Context: an optimization exercise on an open-source flow, tuned for a short achievable clock period and few clock cycles. The choices shown serve that exercise and are no tape-out recipe.
In this exercise RTL edits were held to simulation tests only and were not proved equivalent to the original.
Power is estimated from default activity; no workload was simulated.

**flow/flow/run.sh**
```bash
#!/bin/bash
# Standard ORFS layout, with timing repair aiming well past the 12 ns clock:
# repair_timing treats any path with less than SETUP_SLACK_MARGIN ns of slack
# as failing, so the layout is optimised for the shortest period it can reach.
# Sizing may change a cell's footprint, and global routing keeps more of met1
# free (flow/fastroute.tcl). Adders are left to abc as plain gates (no
# ADDER_MAP_FILE), which times them better than the mapped full adders.  The constraints (clock period, I/O delays,
# loads) are the standard flow's, unchanged.
set -euo pipefail
MARGIN=${MARGIN:-8.5}
bash standard.sh SETUP_SLACK_MARGIN=$MARGIN MATCH_CELL_FOOTPRINT=0 ADDER_MAP_FILE= FASTROUTE_TCL=$(pwd)/flow/fastroute.tcl finish > flow_make.log 2>&1
```
**flow/flow/fastroute.tcl**
```tcl
# Global routing resources: as the platform's, but leaving more of met1 to the
# cells' own pins, so the detailed router meets fewer shorts on met1.
set_global_routing_layer_adjustment $::env(MIN_ROUTING_LAYER)-$::env(MAX_ROUTING_LAYER) 0.2
set_global_routing_layer_adjustment met1 0.4

set_routing_layers -clock $::env(MIN_CLK_ROUTING_LAYER)-$::env(MAX_ROUTING_LAYER)
set_routing_layers -signal $::env(MIN_ROUTING_LAYER)-$::env(MAX_ROUTING_LAYER)
```
**flow/standard.sh**
```bash
#!/bin/bash
# synth_recipe.tcl (not shown) runs the flow's synth.tcl, then flattens the netlist and writes it again
# the make line also repeats each setting of config.mk as NAME=value (left out here)
make -C /OpenROAD-flow-scripts/flow DESIGN_CONFIG=/design/flow/config.mk WORK_HOME=/design/flow/orfs CLKGATE_MAP_FILE= SYNTH_SCRIPT=/design/flow/synth_recipe.tcl "${@:-finish}"
```
**flow/config.mk**
```make
export PLATFORM = sky130hd
export DESIGN_NAME = mips_core
export DESIGN_NICKNAME = mips_core
export VERILOG_FILES = /design/flow/design.v
export SDC_FILE = /design/flow/constraint.sdc
export NUM_CORES = 4
export LEC_CHECK = 0
export ABC_CLOCK_PERIOD_IN_PS = 2500
export CAP_MARGIN = 20
export CORE_MARGIN = 2
export CORE_UTILIZATION = 40
export CTS_CLUSTER_DIAMETER = 80
export CTS_CLUSTER_SIZE = 20
export PLACE_DENSITY = 0.55
export SLEW_MARGIN = 20
```
**flow/constraint.sdc**
```tcl
create_clock -name core_clock -period 12.0 [get_ports {clk}]
set_input_delay 2.4000 -clock core_clock [delete_from_list [all_inputs] [get_ports {clk}]]
set_output_delay 2.4000 -clock core_clock [all_outputs]
set_load 0.01 [all_outputs]
```
**flow/design.v**
```verilog
module ks_add #(parameter W = 32, parameter L = 5) (   
	input  [W-1:0] a,
	input  [W-1:0] b,
	input          cin,
	output [W-1:0] s,
	output         co
);
	wire [W-1:0] p0 = a ^ b;
	wire [W-1:0] g [0:L];
	wire [W-1:0] p [0:L];
	assign g[0] = (a & b) | {{(W-1){1'b0}}, p0[0] & cin};
	assign p[0] = p0;
	genvar l, i;
	generate
		for (l = 0; l < L; l = l + 1) begin : lv
			for (i = 0; i < W; i = i + 1) begin : bt
				if (i >= (1 << l)) begin : cb
					assign g[l+1][i] = g[l][i] | (p[l][i] & g[l][i - (1 << l)]);
					assign p[l+1][i] = p[l][i] & p[l][i - (1 << l)];
				end else begin : pb
					assign g[l+1][i] = g[l][i];
					assign p[l+1][i] = p[l][i];
				end
			end
		end
	endgenerate
	assign s  = p0 ^ {g[L][W-2:0], cin};
	assign co = g[L][W-1];
endmodule
module ALU (
	input  [31:0] a,
	input  [31:0] b,          
	input  [4:0]  shamt,
	input         sub,        
	input  [1:0]  shop,       
	input  [7:0]  sel,
	output [31:0] sum,
	output [31:0] result,
	output [31:0] logic_res   
);
	wire        co;
	ks_add #(32) add(.a(a), .b(b), .cin(sub), .s(sum), .co(co));
	wire slt  = (a[31] == b[31]) ? a[31] : sum[31];
	wire sltu = ~co;
	reg [31:0] sh;
	always @(*)
		case (shop)
			2'd0: sh = b << shamt;
			2'd3: sh = $signed(b) >>> shamt;
			default: sh = b >> shamt;
		endcase
	assign logic_res = ({32{sel[1]}} & (a & b))
	              | ({32{sel[2]}} & (a | b))
	              | ({32{sel[3]}} & ~(a | b))
	              | ({32{sel[7]}} & b);
	assign result = logic_res
	              | ({32{sel[6]}} & sh)
	              | ({32{sel[0]}} & sum)
	              | ({32{sel[4]}} & {31'b0, slt})
	              | ({32{sel[5]}} & {31'b0, sltu});
endmodule
module mips_registers (
	input         clk,
	input  [31:0] we_oh,
	input  [31:0] wdata,
	input  [31:0] ra_oh,
	input  [31:0] rb_oh,
	output [31:0] rdata_a,
	output [31:0] rdata_b
);
	wire [31:0] ra [0:31];
	wire [31:0] rb [0:31];
	assign ra[0] = 32'b0;
	assign rb[0] = 32'b0;
	genvar i;
	generate
		for (i = 1; i < 32; i = i + 1) begin : r
			reg [31:0] q;
			always @(posedge clk)
				if (we_oh[i])
					q <= wdata;
			assign ra[i] = ra[i-1] | ({32{ra_oh[i]}} & q);
			assign rb[i] = rb[i-1] | ({32{rb_oh[i]}} & q);
		end
	endgenerate
	assign rdata_a = ra[31];
	assign rdata_b = rb[31];
endmodule
module mips_core (
	input         clk,
	input         rst,
	output [31:0] imem_addr,
	input  [31:0] imem_rdata,
	output [31:0] dmem_addr,
	output [31:0] dmem_wdata,
	output [3:0]  dmem_wmask,
	output        dmem_we,
	input  [31:0] dmem_rdata,
	output        wb_en,
	output [4:0]  wb_reg,
	output [31:0] wb_data
);
reg  [9:0]  fa;           
reg  [9:0]  fa_n;         
reg         f_first;      
reg  [31:0] f_pc;
reg  [9:0]  lr_f;         
reg  [31:0] lr_d;         
reg  [31:0] lr_e;         
reg  [63:0] bht_v;        
reg  [1:0]  bht_c [0:63]; 
reg         u_en, u_tk;   
reg  [5:0]  u_idx;
reg         d_valid;
reg  [31:0] ir;
reg  [31:0] d_pc;
reg         d_pt;         
reg  [31:0] rfq_a, rfq_b; 
reg         q_hitEa, q_hitEb;    
reg         q_hitMa, q_hitMb;    
reg         q_hitWa, q_hitWb;    
reg  [31:0] w_val;               
reg         q_br, q_bne, q_mem, q_use_rs, q_za, q_zb;
reg         e_valid;
reg  [31:0] e_a, e_b;
reg  [4:0]  e_sh;
reg         e_sub;
reg  [1:0]  e_shop;
reg  [7:0]  e_sel;
reg  [4:0]  e_dst;
reg         e_wen, e_load, e_br, e_bne, e_pt, e_jr, e_jal;
reg  [1:0]  e_lt;         
reg  [5:0]  e_bidx;       
reg         e_sumw;       
reg         e_lgcw;       
reg  [9:0]  d_jrt;
reg  [29:0] d_off1;       
reg  [31:0] e_alt;        
reg  [31:0] x_addr;       
reg  [31:0] x_wdata;      
reg  [3:0]  x_mask;       
reg         x_we;         
reg         m_wen;
reg  [31:0] m_val;
reg  [31:0] m_oh;         
reg  [4:0]  o_reg;        
reg  [31:0] o_data;       
function [31:0] onehot5(input [4:0] n);
	onehot5 = 32'b1 << n;
endfunction
wire [5:0]  f_op   = imem_rdata[31:26];
wire        f_j    = (f_op == 6'h02) | (f_op == 6'h03);
wire        f_jal  = (f_op == 6'h03);
wire        f_br   = (f_op == 6'h04) | (f_op == 6'h05);
wire        f_jr   = (f_op == 6'h00) & (imem_rdata[5:0] == 6'h08);
wire [9:0]  fa_i   = ~fa_n;
wire        f_bv   = bht_v[fa_i[5:0]];
wire        f_bc   = bht_c[fa_i[5:0]][1];
wire        f_pt   = f_br & (f_bv ? f_bc : imem_rdata[15]);
wire [9:0]  fa1    = fa_i + 10'd1;
wire [9:0]  f_next = f_j  ? imem_rdata[9:0] :
                     f_jr ? lr_f :
                     f_pt ? fa1 + imem_rdata[9:0] : fa1;
wire [5:0]  op     = ir[31:26];
wire [4:0]  rs     = ir[25:21];
wire [4:0]  rt     = ir[20:16];
wire [4:0]  rd     = ir[15:11];
wire [5:0]  fn     = ir[5:0];
wire [15:0] imm    = ir[15:0];
wire        d_r    = (op == 6'h00);
wire        d_jr   = d_r & (fn == 6'h08);
wire        d_j    = (op == 6'h02);
wire        d_jal  = (op == 6'h03);
wire        d_beq  = (op == 6'h04);
wire        d_bne  = (op == 6'h05);
wire        d_br   = d_beq | d_bne;
wire        d_lw   = (op == 6'h23) | (op == 6'h30);
wire        d_lbu  = (op == 6'h24);
wire        d_lhu  = (op == 6'h25);
wire        d_load = d_lw | d_lbu | d_lhu;
wire        d_sb   = (op == 6'h28);
wire        d_sh   = (op == 6'h29);
wire        d_store= d_sb | d_sh | (op == 6'h2b) | (op == 6'h38);
wire        d_mem  = d_load | d_store;
wire        d_andi = (op == 6'h0c);
wire        d_ori  = (op == 6'h0d);
wire        d_slti = (op == 6'h0a);
wire        d_sltiu= (op == 6'h0b);
wire        d_lui  = (op == 6'h0f);
wire [4:0]  d_dst  = d_r ? rd : d_jal ? 5'd31 : rt;
wire        d_wen  = ~(d_jr | d_store | d_br | d_j) & (d_dst != 5'd0);
wire        use_rs = ~(d_j | d_jal | d_lui);
wire        r_sub  = d_r & ((fn == 6'h22) | (fn == 6'h23));
wire        r_slt  = d_r & (fn == 6'h2a);
wire        r_sltu = d_r & (fn == 6'h2b);
wire        r_and  = d_r & (fn == 6'h24);
wire        r_or   = d_r & (fn == 6'h25);
wire        r_nor  = d_r & (fn == 6'h27);
wire        r_add  = d_r & ((fn == 6'h20) | (fn == 6'h21));
wire        r_shift= d_r & ((fn == 6'h00) | (fn == 6'h02) | (fn == 6'h03));
wire        is_slt = r_slt | d_slti;
wire        is_sltu= r_sltu | d_sltiu;
wire [7:0]  d_sel;
assign d_sel[0] = r_add | r_sub | ~d_r & ~(d_andi | d_ori | d_slti | d_sltiu | d_lui | d_jal);
assign d_sel[1] = r_and | d_andi;
assign d_sel[2] = r_or  | d_ori;
assign d_sel[3] = r_nor;
assign d_sel[4] = is_slt;
assign d_sel[5] = is_sltu;
assign d_sel[6] = r_shift;
assign d_sel[7] = d_lui | d_jal;
wire        d_sub  = r_sub | is_slt | is_sltu;
wire [31:0] pc4    = d_pc + 32'd4;
wire [31:0] pc8    = d_pc + 32'd8;
wire [31:0] brt;
wire        brt_co;
ks_add #(32) brt_add(.a(d_pc), .b({d_off1, 2'b00}), .cin(1'b0), .s(brt), .co(brt_co));
wire [31:0] jt     = {d_pc[31:28], ir[25:0], 2'b00};
wire [31:0] jrt    = {lr_d[31:12], d_jrt, 2'b00};
wire [31:0] d_succ = (d_j | d_jal) ? jt : d_jr ? jrt : d_pt ? brt : pc4;
wire [31:0] d_alt  = d_jr ? jrt : d_pt ? pc4 : brt;
wire [4:0]  rd_a = stall ? rs : imem_rdata[25:21];
wire [4:0]  rd_b = stall ? rt : imem_rdata[20:16];
wire [31:0] rf_a, rf_b;
mips_registers regblock(.clk(clk), .we_oh(m_oh), .wdata(m_val),
                        .ra_oh(onehot5(rd_a)), .rb_oh(onehot5(rd_b)), .rdata_a(rf_a), .rdata_b(rf_b));
wire [31:0] alu_sum, alu_res, alu_lgc;
ALU alu(.a(e_a), .b(e_b), .shamt(e_sh), .sub(e_sub), .shop(e_shop), .sel(e_sel),
        .sum(alu_sum), .result(alu_res), .logic_res(alu_lgc));
wire [31:0] ldx   = (e_lt == 2'd1) ? {24'b0, dmem_rdata[7:0]} :
                    (e_lt == 2'd2) ? {16'b0, dmem_rdata[15:0]} : dmem_rdata;
wire [31:0] e_val = e_load ? ldx : alu_res;
wire hitEa = q_hitEa;
wire hitMa = q_hitMa;
wire hitEb = q_hitEb;
wire hitMb = q_hitMb;
wire [31:0] va0 = hitMa ? m_val : q_hitWa ? w_val : rfq_a;    
wire [31:0] vb0 = hitMb ? m_val : q_hitWb ? w_val : rfq_b;
wire [31:0] va  = hitEa ? e_val : va0;
wire [31:0] vb  = hitEb ? e_val : vb0;
wire [31:0] e_bx   = e_b;                   
wire [31:0] simm   = {{16{imm[15]}}, imm};
wire [31:0] cs_s   = e_a ^ e_bx ^ simm;
wire [31:0] cs_c   = {(e_a[30:0] & e_bx[30:0]) | (e_a[30:0] & simm[30:0]) | (e_bx[30:0] & simm[30:0]), e_sub};
wire [31:0] addr_r, addr_s, addr_l;
wire        co_r, co_s, co_l;
ks_add #(32) agu_r(.a(va0), .b(simm), .cin(1'b0), .s(addr_r), .co(co_r));
ks_add #(32) agu_s(.a(cs_s), .b(cs_c), .cin(1'b0), .s(addr_s), .co(co_s));
ks_add #(32) agu_l(.a(alu_lgc), .b(simm), .cin(1'b0), .s(addr_l), .co(co_l));
wire [31:0] addr   = ~hitEa ? addr_r : e_sumw ? addr_s : addr_l;
wire stall = d_valid & q_mem & q_use_rs & hitEa & ~e_sumw & ~e_lgcw;
wire [31:0] immx = (d_andi | d_ori) ? {16'b0, imm} :
                   d_lui ? {imm, 16'b0} :
                   d_jal ? pc8 : simm;
wire        b_is_rt = d_r | d_br;
wire        e_zero = &(~(e_a ^ e_bx) ^ {(e_a[30:0] | e_bx[30:0]), e_sub});
wire        z_a    = q_za;
wire        z_b    = q_zb;
wire        ezb    = e_sumw & ((hitEa & z_b) | (hitEb & z_a));
wire        br_rdy = ezb | ~(hitEa | hitEb);
wire        d_eq   = ezb ? e_zero : (va0 == vb0);
wire        d_tk   = q_bne ? ~d_eq : d_eq;
wire        d_res  = d_valid & q_br & br_rdy;
wire        d_mis  = d_res & (d_tk != d_pt);
wire        eq       = (e_a == e_b);
wire        taken    = e_bne ? ~eq : eq;
wire        e_bmis   = e_br & (taken != e_pt);
wire        mispred  = e_valid & (e_bmis | (e_jr & (e_a != e_alt)));
wire [31:0] redirect = e_jr ? e_a : e_alt;
always @(posedge clk) begin
	if (rst) begin
		fa      <= 10'd0;
		fa_n    <= 10'h3ff;
		f_first <= 1'b1;
		lr_f    <= 10'd0;
		lr_d    <= 32'd0;
		lr_e    <= 32'd0;
		bht_v   <= 64'b0;
		u_en    <= 1'b0;
		d_valid <= 1'b0;
		e_valid <= 1'b0;
		x_we    <= 1'b0;
		m_wen   <= 1'b0;
		m_oh    <= 32'b0;
	end else begin
		m_wen   <= e_valid & e_wen;
		m_oh    <= (e_valid & e_wen) ? onehot5(e_dst) : 32'b0;
		if (e_valid & e_jal)
			lr_e <= alu_res;
		e_valid <= d_valid & ~stall & ~mispred;
		x_we    <= d_valid & d_store & ~stall & ~mispred;
		u_en    <= (e_valid & e_br) | (d_res & ~stall & ~mispred);
		if (u_en)
			bht_v[u_idx] <= 1'b1;
		d_valid <= ~mispred & (stall ? d_valid : ~d_mis);
		f_first <= mispred | d_mis;
		fa      <= mispred ? redirect[11:2] : d_mis ? d_alt[11:2] : stall ? fa : f_next;
		fa_n    <= ~(mispred ? redirect[11:2] : d_mis ? d_alt[11:2] : stall ? fa_i : f_next);
		if (mispred) begin
			lr_f <= lr_e[11:2];
			lr_d <= lr_e;
		end else if (~stall) begin
			if (f_jal)
				lr_f <= fa_i + 10'd2;
			if (d_valid & d_jal)
				lr_d <= pc8;
		end
	end
end
always @(posedge clk) begin
	u_idx <= (e_valid & e_br) ? e_bidx : d_pc[7:2];
	u_tk  <= (e_valid & e_br) ? taken : d_tk;
	if (u_en)
		bht_c[u_idx] <= ~bht_v[u_idx] ? (u_tk ? 2'b10 : 2'b01) :
		                u_tk ? (bht_c[u_idx] == 2'b11 ? 2'b11 : bht_c[u_idx] + 2'b01) :
		                       (bht_c[u_idx] == 2'b00 ? 2'b00 : bht_c[u_idx] - 2'b01);
	o_reg  <= e_dst;
	o_data <= e_val;
	if (e_valid & e_wen)
		m_val <= e_val;
	e_a     <= use_rs ? va : 32'd0;
	e_b     <= (b_is_rt ? vb : immx) ^ {32{d_sub}};
	x_addr  <= addr;
	x_wdata <= vb;
	x_mask  <= d_sb ? 4'b0001 : d_sh ? 4'b0011 : 4'b1111;
	e_sh    <= ir[10:6];
	e_sub   <= d_sub;
	e_shop  <= fn[1:0];
	e_sel   <= d_sel;
	e_dst   <= d_dst;
	e_wen   <= d_wen;
	e_load  <= d_load;
	e_lt    <= d_lbu ? 2'd1 : d_lhu ? 2'd2 : 2'd0;
	e_br    <= d_br & ~br_rdy;
	e_bne   <= d_bne;
	e_pt    <= d_pt;
	e_jr    <= d_jr;
	e_jal   <= d_jal;
	e_alt   <= d_alt;
	e_bidx  <= d_pc[7:2];
	e_sumw  <= (d_sel[0] | d_sel[7]) & ~d_load;
	e_lgcw  <= d_sel[1] | d_sel[2] | d_sel[3];
	f_pc    <= rst ? 32'd0 : mispred ? redirect : d_alt;
	rfq_a   <= rf_a;
	rfq_b   <= rf_b;
	w_val   <= m_val;
	q_hitWa <= |(m_oh & onehot5(rd_a));
	q_hitWb <= |(m_oh & onehot5(rd_b));
	if (~stall) begin
		ir      <= imem_rdata;
		d_pt    <= f_pt;
		d_jrt   <= lr_f;
		d_off1  <= {{14{imem_rdata[15]}}, imem_rdata[15:0]} + 30'd1;
		d_pc    <= f_first ? f_pc : d_succ;
		q_hitEa <= d_valid & d_wen & (d_dst == imem_rdata[25:21]);
		q_hitEb <= d_valid & d_wen & (d_dst == imem_rdata[20:16]);
		q_hitMa <= e_valid & e_wen & (e_dst == imem_rdata[25:21]);
		q_hitMb <= e_valid & e_wen & (e_dst == imem_rdata[20:16]);
		q_br    <= f_br;
		q_bne   <= (f_op == 6'h05);
		q_mem   <= f_op[5];
		q_use_rs<= ~(f_j | (f_op == 6'h0f));
		q_za    <= (imem_rdata[25:21] == 5'd0);
		q_zb    <= (imem_rdata[20:16] == 5'd0);
	end else begin
		q_hitEa <= 1'b0;
		q_hitEb <= 1'b0;
		q_hitMa <= q_hitEa;
		q_hitMb <= q_hitEb;
	end
end
assign imem_addr  = {20'b0, fa, 2'b00};
assign dmem_addr  = x_addr;
assign dmem_wdata = x_wdata;
assign dmem_wmask = x_mask;
assign dmem_we    = x_we;
assign wb_en      = m_wen;
assign wb_reg     = o_reg;
assign wb_data    = o_data;
endmodule
```
==> results of run 1 <==
[power by group through the flow]
stage | registers [W] | clock network (W) | logic [W]
CTS | 0.00757 | 0.00441 | 0.00559
detailed placement | 0.00775 | 0 | 0.00438
global placement | 0.00775 | 0 | 0.00437
floorplan | 0.00751 | 0 | 0.00257
[what timing repair did]
action,in CTS
resized for setup,2063
endpoints found under the setup margin,734
hold buffers,0
pin swaps,365
buffers inserted,645
cloned,110
[cells by family after synthesis]
kind of cell / after synthesis / share of synthesized area, %
multiplexers: 450 / 7.277
adder cells (fa/ha/maj): 78 / 0.8664
flip-flops: 1809 / 53.21
AO/OA/AOI/OAI: 2376 / 18.52
AND/OR/NAND/NOR: 2190 / 11.19
other: 2 / 0.008202
buffers and inverters: 827 / 3.681
XOR/XNOR: 525 / 5.257
[per-layer routing]
layer | global-route usage (%) | GRT overflow
met1 | 57.74 | 0
met2 | 63.61 | 0
met3 | 33.32 | 0
met4 | 42.31 | 4
met5 | 16.91 | 0
[synth_stat cells, drive strengths merged, types with 65 or more instances]
cell    number
edfxtp    1249
nand2      492
a31oi       65
a21oi      387
o211ai      94
a221oi     203
a22o       196
mux2i      209
a222oi      71
dfxtp      560
mux4       160
maj3        78
buf        201
xnor2      308
inv        109
nand3      250
nor2       795
xor2       202
o21ai      334
nor3       111
a211oi      79
mux2        81
nand4      145
a22oi      572
clkbuf     511
[worst max path at each step]
stage,startpoint,cells after the start,slack [ps],endpoint
after floorplan,imem_rdata[1],14,7260,flop
after global placement,q_hitWa,13,6030,fa[3]
after detailed placement,imem_rdata[16],9,6030,rfq_b[9]
after CTS,q_hitMb,15,7920,flop
[through the flow]
| stage | worst slack, ps | cells |
|---|---|---|
| 2_1_floorplan | 7261 | 8278 |
| 3_3_place_gp | 6027 | 11060 |
| 3_5_place_dp | 6032 | 11060 |
| 4_1_cts | 7921 | 12030 |
==> flow_summary_export.csv, run 1 <==
group,metric,value,unit
yosys,synth_area_leader_cell,"edfxtp_1",
floorplan,core.rowCount,175,
status,haltStage,"5_1_grt",
yosys,yosys.cell_types.count,110,
yosys,synth_top_area_share,40.96,%
yosys,syn_area,91560,um2
yosys,ys_seq_elements,1809,
yosys,synthArstFlopShare,0,%
placed_design,portBuffers,181,
placed_design,hpwlAfterDp,283100,um
yosys,yosysWarnings,4,
cts,ctsLongestPathBuffers,3,
floorplan,die_w,482.4,um
global_routing,grt_usage,50.24,%
placed_design,gp_congestion,1.081,
floorplan,start_util,40.25,%
floorplan,die_h,482.4,um
cts,numCtsBuffers,117,
placed_design,place_area,98490,um2
global_routing,overflow,4,
yosys,syn_area_per_cell,11.09,um2
status,status,"aborted with a tool error",
yosys,synthTopCellsByArea,"edfxtp_1 41%, dfxtp_1 12%, a22oi_1 4.7%",
cts,h-tree-depth,3,
yosys,synth_sequential_area_ratio,53.21,%
yosys,synth_edf_count,1249,
floorplan,io_pins,205,
cts,clockRootBuffer,"clkbuf_16",
yosys,synth_flop_cell,"edfxtp_1",
yosys,synthCells,8257,
cts,cts_num_sinks,1809,
global_routing,grt_max_degree,76,
status,error_line,"[ERROR GRT-0232] Routing congestion too high. Check the congestion heatmap in the GUI.",
Testbench counts, summed over its fixed seeds: cycles 41,620.
==> run 2, diff against run 1 <==
==> flow/flow/run.sh (replaced) <==
#!/bin/bash
# Standard ORFS layout, with timing repair aiming well past the 12 ns clock:
# repair_timing treats any path with less than SETUP_SLACK_MARGIN ns of slack
# as failing, so the layout is optimised for the shortest period it can reach.
# Sizing may change a cell's footprint, and adders are left to abc as plain
# gates (no ADDER_MAP_FILE), which times them better than mapped full adders.
# The constraints (clock period, I/O delays, loads) are the standard flow's, unchanged.
set -euo pipefail
MARGIN=${MARGIN:-8.5}
bash standard.sh SETUP_SLACK_MARGIN=$MARGIN MATCH_CELL_FOOTPRINT=0 ADDER_MAP_FILE= finish > flow_make.log 2>&1
--- a/flow/config.mk
+++ b/flow/config.mk
@@ -11,5 +11,5 @@
 export CORE_UTILIZATION = 40
 export CTS_CLUSTER_DIAMETER = 80
 export CTS_CLUSTER_SIZE = 20
-export PLACE_DENSITY = 0.55
+export PLACE_DENSITY = 0.6
 export SLEW_MARGIN = 20
removed: flow/flow/fastroute.tcl
==> run 2 against run 1 <==
Net effect: the run again fails in 5_1_grt; synthesized cell count stayed put; area after synthesis did not move.
==> flow_summary_export.csv, run 2 <==
group,metric,value,unit
status,status,"aborted with a tool error",
status,haltStage,"5_1_grt",
status,error_line,"[ERROR GRT-0232] Routing congestion too high. Check the congestion heatmap in the GUI.",
yosys,synth_sequential_area_ratio,53.21,%
cts,h-tree-depth,3,
yosys,syn_area,91560,um2
floorplan,io_pins,205,
yosys,synth_top_area_share,40.96,%
cts,cts_num_sinks,1809,
floorplan,start_util,40.25,%
yosys,synthCells,8257,
yosys,ys_seq_elements,1809,
placed_design,place_area,98440,um2
yosys,synthSimpleGateAreaFrac,11.19,%
yosys,synthMuxAreaShare,7.277,%
placed_design,hpwlAfterDp,276800,um
global_routing,grt_max_degree,87,
cts,clockRootBuffer,"clkbuf_16",
yosys,ys_top_cells_by_count,"1249 x edfxtp_1, 795 x nor2_1, 571 x a22oi_1, 560 x dfxtp_1, 511 x clkbuf_1",
global_routing,grt_usage,43.36,%
yosys,synth_flop_cell,"edfxtp_1",
placed_design,gp_congestion,1.050,
yosys,synth_top_family_by_area,"compound AO/OA/AOI/OAI gates",
yosys,synth_most_common_cell,"edfxtp_1",
floorplan,core.rowCount,175,
global_routing,overflow,2,
floorplan,die_h,482.4,um
yosys,syn_area_per_cell,11.09,um2
yosys,yosys.cell_types.count,110,
cts,numCtsBuffers,110,
yosys,synth_edf_count,1249,
yosys,synth_compound_area_share,18.52,%
yosys,synthArstFlopShare,0,%
yosys,synthAdderAreaFrac,0.8664,%
placed_design,place_ws,6100,ps
yosys,yosys.area_share.xor_xnor,5.257,%
cts,ctsLongestPathBuffers,3,
yosys,synthTopCellsByArea,"edfxtp_1 41%, dfxtp_1 12%, a22oi_1 4.7%",
floorplan,die_w,482.4,um
yosys,synth_area_leader_cell,"edfxtp_1",
placed_design,portBuffers,181,
yosys,yosysWarnings,4,
==> run 2: cell counts after synthesis <==
No cell type changed its count.
==> run 2: kinds of logic after synthesis <==
| kind of cell | after synthesis |
|---|---|
| buffers and inverters | 827 |
| DFF | 1809 |
| other | 2 |
| xor gates and xnor gates | 525 |
| and+or+nand+nor | 2190 |
| AOI/OAI and AO/OA | 2376 |
| adders and majority gates | 78 |
| muxes | 450 |
==> run 2: per-stage QoR <==
stage                     total power, W  util (%)  instances
after floorplan                  0.01008         -       8278
after global placement           0.01209     43.25      11050
after CTS                        0.01697     48.83      11690
after detailed placement         0.01213     43.27      11050
==> run 2: per-layer routing <==
layer | global-route usage (%) | overflow
met1 | 48.88 | 0
met2 | 57.69 | 0
met3 | 25.72 | 0
met4 | 34.02 | 2
met5 | 13.11 | 0
==> run 2: how the worst min path moves through the flow <==
stage | start | to | slack (ps) | cells past startpoint
floorplan | e_dst[0] | o_reg[0] | 330 | 0
detailed placement | ir[1] | e_shop[1] | 430 | 0
CTS | lr_e[13] | lr_d[13] | 440 | 2
global placement | ir[1] | e_shop[1] | 440 | 0
==> run 2: timing repair <==
| action | in CTS |
|---|---|
| pin swaps | 232 |
| cloned | 65 |
| gates resized for setup | 1637 |
| setup endpoints to repair | 728 |
| buffers inserted | 364 |
| hold buffers | 0 |
==> run 2: power groups by stage <==
stage / Sequential (W) / Combinational [W] / Clock [W]
after floorplan: 0.00751 / 0.00257 / 0
after detailed placement: 0.00773 / 0.00440 / 0
after global placement: 0.00772 / 0.00437 / 0
after CTS: 0.00755 / 0.00527 / 0.00415
